Background: an optimization exercise with open tools, aiming at small area. Do not read the settings as production practice.
In this exercise RTL edits were held to simulation tests only and were not proved equivalent to the original.

==> inputs of job 6091 <==
// top_module
module top_module (
    input clk,
    input rst,
    input en,
    input init,
    input [127:0] in_data,
    output [6:0] seven_seg,
    output [7:0] com
);
==> module top_module, before the edit <==
module top_module (
    input clk,
    input rst,
    input en,
    input init,
    input [127:0] in_data,
    output [6:0] seven_seg,
    output [7:0] com
);
    reg [1:0] state;
    reg [2:0] cnt;
    reg       m, qv;
    reg [7:0] dr, q0;
    wire [1:0] state_n;
    wire [2:0] cnt_n;
    wire m_n, qv_n, write;
    wire [7:0] dot_r;
    dot8 u_dot (.x(in_data[63:0]), .w(in_data[127:64]), .r(dot_r));
    ctl u_ctl (.state(state), .cnt(cnt), .m(m), .qv(qv), .en(en), .init(init),
               .rst(rst), .dr(dr), .q0(q0), .state_n(state_n), .cnt_n(cnt_n),
               .m_n(m_n), .qv_n(qv_n), .write(write), .seg(seven_seg), .com(com));
    always @(posedge clk)
        state <= state_n;
    always @(posedge clk or posedge rst) begin
        if (rst) begin
            cnt <= 3'd0;
            m   <= 1'b0;
            qv  <= 1'b0;
        end else begin
            cnt <= cnt_n;
            m   <= m_n;
            qv  <= qv_n;
        end
    end
    always @(posedge clk) begin
        if (write) begin
            dr <= dot_r;
            q0 <= in_data[7:0];
        end
    end
endmodule
==> flow/config.mk <==
export PLATFORM = sky130hd
export DESIGN_NAME = top_module
export DESIGN_NICKNAME = top_module
export VERILOG_FILES = /design/flow/design.v
export SDC_FILE = /design/flow/constraint.sdc
export NUM_CORES = 4
export LEC_CHECK = 0
export CAP_MARGIN = 20
export CORE_MARGIN = 2
export CORE_UTILIZATION = 60
export CTS_BUF_LIST = sky130_fd_sc_hd__clkbuf_8
export SLEW_MARGIN = 20
export SYNTH_HIERARCHICAL = 1
export SYNTH_MINIMUM_KEEP_SIZE = 0
==> flow/constraint.sdc <==
create_clock -name core_clock -period 18.0 [get_ports {clk}]
set_input_delay 3.6000 -clock core_clock [delete_from_list [all_inputs] [get_ports {clk}]]
set_output_delay 3.6000 -clock core_clock [all_outputs]
set_load 0.01 [all_outputs]
standard.sh (not shown) runs the stock make flow with config.mk's settings and CLKGATE_MAP_FILE= SYNTH_SCRIPT=/design/flow/synth_recipe.tcl, a recipe that flattens the netlist after the stock synthesis.
==> flow/flow/run.sh <==
#!/bin/bash
# Standard layout, with the port buffers made of the smallest buffer cell.
set -e
cp standard.sh standard_sh.log
export BUFFER_PORTS_ARGS="-buffer_cell sky130_fd_sc_hd__buf_1"
bash standard.sh > standard.log 2>&1
==> inputs of job 4790, as changes to job 6091 <==
--- a/flow/design.v
+++ b/flow/design.v
@@ -924,7 +924,8 @@
     reg [7:0] dr, q0;
     wire [1:0] state_n;
     wire [2:0] cnt_n;
-    wire m_n, qv_n, write;
+    wire m_n, qv_n, write, write_n;
+    wire [7:0] dr_d, q0_d;
     wire [7:0] dot_r;
     dot8 u_dot (.x(in_data[63:0]), .w(in_data[127:64]), .r(dot_r));
     ctl u_ctl (.state(state), .cnt(cnt), .m(m), .qv(qv), .en(en), .init(init),
@@ -943,10 +944,16 @@
             qv  <= qv_n;
         end
     end
-    always @(posedge clk) begin
-        if (write) begin
-            dr <= dot_r;
-            q0 <= in_data[7:0];
+    g_inv u_wn (.A(write), .Y(write_n));
+    genvar k;
+    generate
+        for (k = 0; k < 8; k = k + 1) begin : hold
+            g_a22o u_dr (.A1(write), .A2(dot_r[k]), .B1(write_n), .B2(dr[k]), .X(dr_d[k]));
+            g_a22o u_q0 (.A1(write), .A2(in_data[k]), .B1(write_n), .B2(q0[k]), .X(q0_d[k]));
         end
+    endgenerate
+    always @(posedge clk) begin
+        dr <= dr_d;
+        q0 <= q0_d;
     end
 endmodule
==> flow_metrics.tcl <==
set metrics [dict create \
    use_met1 0.424 \
    status "timing/DRC/antenna clean" \
    n_all_inverters 20 \
    p_leak_nw 2.78 \
    nets 1186 \
    via_per_inst 5.55 \
    use_met2 0.604 \
    via_count 5680 \
    crit_fanout 7 \
    area_delta_synth_final_pct 10.5 \
]
(the above is from job 6091)
==> flow_metrics.tcl <==
set metrics [dict create \
    area_delta_synth_final_pct 10.5 \
    p_leak_nw 2.81 \
    dpl.hpwl_um 17900 \
    status "timing/DRC/antenna clean" \
    use_met1 0.438 \
    die_area_um2 12200 \
    n_all_inverters 21 \
    crit_fanout 6 \
    use_met2 0.629 \
    via_per_inst 5.61 \
    hold_ws_ps 482 \
    via_count 5837 \
    rr_startpoint "state[0]" \
]
(the above is from job 4790)

========
==> v25 <==
Another version of the RTL of top_module (not shown whole).
Design top_module, start of the top module:
module top_module (
    input clk,
    input rst,
    input en,
    input init,
    input [127:0] in_data,
    output [6:0] seven_seg,
    output [7:0] com
);
Settings: LEC_CHECK=0, CAP_MARGIN=20, CORE_MARGIN=2, CORE_UTILIZATION=40, SLEW_MARGIN=20, SYNTH_HIERARCHICAL=1, SYNTH_MINIMUM_KEEP_SIZE=0; clock period 18.0 ns.
run.sh (not shown) runs the stock make flow with config.mk's settings and CLKGATE_MAP_FILE= SYNTH_SCRIPT=/design/flow/synth_recipe.tcl, a recipe that flattens the netlist after the stock synthesis.
Stock flow here: none of the scripts above is used.
==> v31: changes against v25 <==
==> flow/flow/run.sh (new file) <==
#!/bin/bash
# Standard layout, with the port buffers made of the smallest buffer cell.
set -e
cp standard.sh standard_sh.log
export BUFFER_PORTS_ARGS="-buffer_cell sky130_fd_sc_hd__buf_1"
bash standard.sh > standard.log 2>&1
==> flow/standard.sh (new file) <==
#!/bin/bash
# synth_recipe.tcl (not shown) runs the flow's synth.tcl, then flattens the netlist and writes it again
# the make line also repeats each setting of config.mk as NAME=value (left out here)
make -C /OpenROAD-flow-scripts/flow DESIGN_CONFIG=/design/flow/config.mk WORK_HOME=/design/flow/orfs CLKGATE_MAP_FILE= SYNTH_SCRIPT=/design/flow/synth_recipe.tcl "${@:-finish}"
- CORE_UTILIZATION: 40 -> 60
- CTS_BUF_LIST: not set -> sky130_fd_sc_hd__clkbuf_4 sky130_fd_sc_hd__clkbuf_8
removed: flow/run.sh
==> v39: changes against v25 <==
==> flow/flow/run.sh (new file) <==
#!/bin/bash
# Standard layout, with the port buffers made of the smallest buffer cell.
set -e
cp standard.sh standard_sh.log
export BUFFER_PORTS_ARGS="-buffer_cell sky130_fd_sc_hd__buf_1"
bash standard.sh > standard.log 2>&1
==> flow/standard.sh (new file) <==
#!/bin/bash
# synth_recipe.tcl (not shown) runs the flow's synth.tcl, then flattens the netlist and writes it again
# the make line also repeats each setting of config.mk as NAME=value (left out here)
make -C /OpenROAD-flow-scripts/flow DESIGN_CONFIG=/design/flow/config.mk WORK_HOME=/design/flow/orfs CLKGATE_MAP_FILE= SYNTH_SCRIPT=/design/flow/synth_recipe.tcl "${@:-finish}"
removed: flow/run.sh
==> results.cfg <==
[finish]
num-fill-cells = 926
nClkBuffers = 3
final_util_pct = 67.39
multi_input_area_share_pct = 79.93

[die]
die_area_um2 = 12450
core_area_um2 = 11370
rows = 39

[global_route]
gr-usage-met2_pct = 61.18

[clocking]
clk_pin_slew_ns = 0.08

[pwr]
p_sw_share_pct = 47.24

[outcome]
outcome = timing/DRC/antenna clean

[critical_path]
path_common_cell = inv_1

[route]
dr_total_vias = 5832
viasPerCell = 5.544

[sta]
setup_ws_ns = 9.390
Source of the figures above: v31

==> results.cfg <==
[outcome]
outcome = timing/DRC/antenna clean

[pwr]
p_sw_share_pct = 46.45
pwr_density_cell_nw_per_um2 = 164.2

[clocking]
clk_pin_slew_ns = 0.05

[route]
viasPerCell = 4.999

[finish]
num-fill-cells = 1635
multi_input_area_share_pct = 70.33
nClkBuffers = 4
final_util_pct = 50.88

[die]
core_area_um2 = 17120
rows = 48

[global_route]
gr-usage-met2_pct = 44.05

[critical_path]
path_common_cell = fa_1

[synthesis]
synthTopCellsByArea = fa_1 (49%), nand2_1 (18%), xor2_1 (14%)
Source of the figures above: v25

==> results.cfg <==
[die]
rows = 48
core_area_um2 = 17120
die_area_um2 = 18440

[critical_path]
path_common_cell = fa_1

[finish]
multi_input_area_share_pct = 78.56
final_util_pct = 45.55
num-fill-cells = 1740

[route]
dr_total_vias = 5584
viasPerCell = 4.924
drtAntennaViolNets = 0

[synthesis]
synth_ff_type = edfxtp_1

[pwr]
p_sw_share_pct = 45.81

[clocking]
clk_pin_slew_ns = 0.06

[outcome]
outcome = timing/DRC/antenna clean
Source of the figures above: v39

==> afterwards: timing with drivers on the ports <==
In the flow no input, the clock included, has a driving cell. The finished layouts below were timed again as built, in two steps.
Step 1 sets driving cells, clkbuf_16 on the clock port and buf_2 on the other inputs (assumed; they add their load-dependent delay and slew).
Step 2 times the ports against the registers' clock, not the clock port: input delays grow and output delays shrink by t, the midpoint of the rising clock arrivals with the driver on.
Slacks: no drivers / after step 1 / after step 2; pairs: no drivers / after step 1.
| run | t (ns) | setup slack, ns | worst hold slack (ns) | worst slew at a driven data input, ns | cell pins on the clock port's net |
|---|---|---|---|---|---|
| job 6091 | 0.287 | 9.456 / 9.457 / 9.169 | 0.478 / 0.478 / 0.478 | 0.04 | 1 |
| job 4790 | 0.296 | 9.567 / 9.567 / 9.271 | 0.482 / 0.482 / 0.482 | 0.04 | 1 |
| v25 | 0.284 | 9.248 / 9.253 / 8.969 | 0.461 / 0.461 / 0.461 | 0.05 | 1 |
| v31 | 0.301 | 9.390 / 9.360 / 9.292 | 0.476 / 0.476 / 0.476 | 0.05 | 1 |
| v39 | 0.287 | 9.593 / 9.598 / 9.311 | 0.458 / 0.458 / 0.458 | 0.06 | 1 |
After both steps every run listed still meets setup and hold. For job 4790, which loses most, drivers alone change the setup slack by 0.000 ns; drivers and shift together by -0.296 ns.
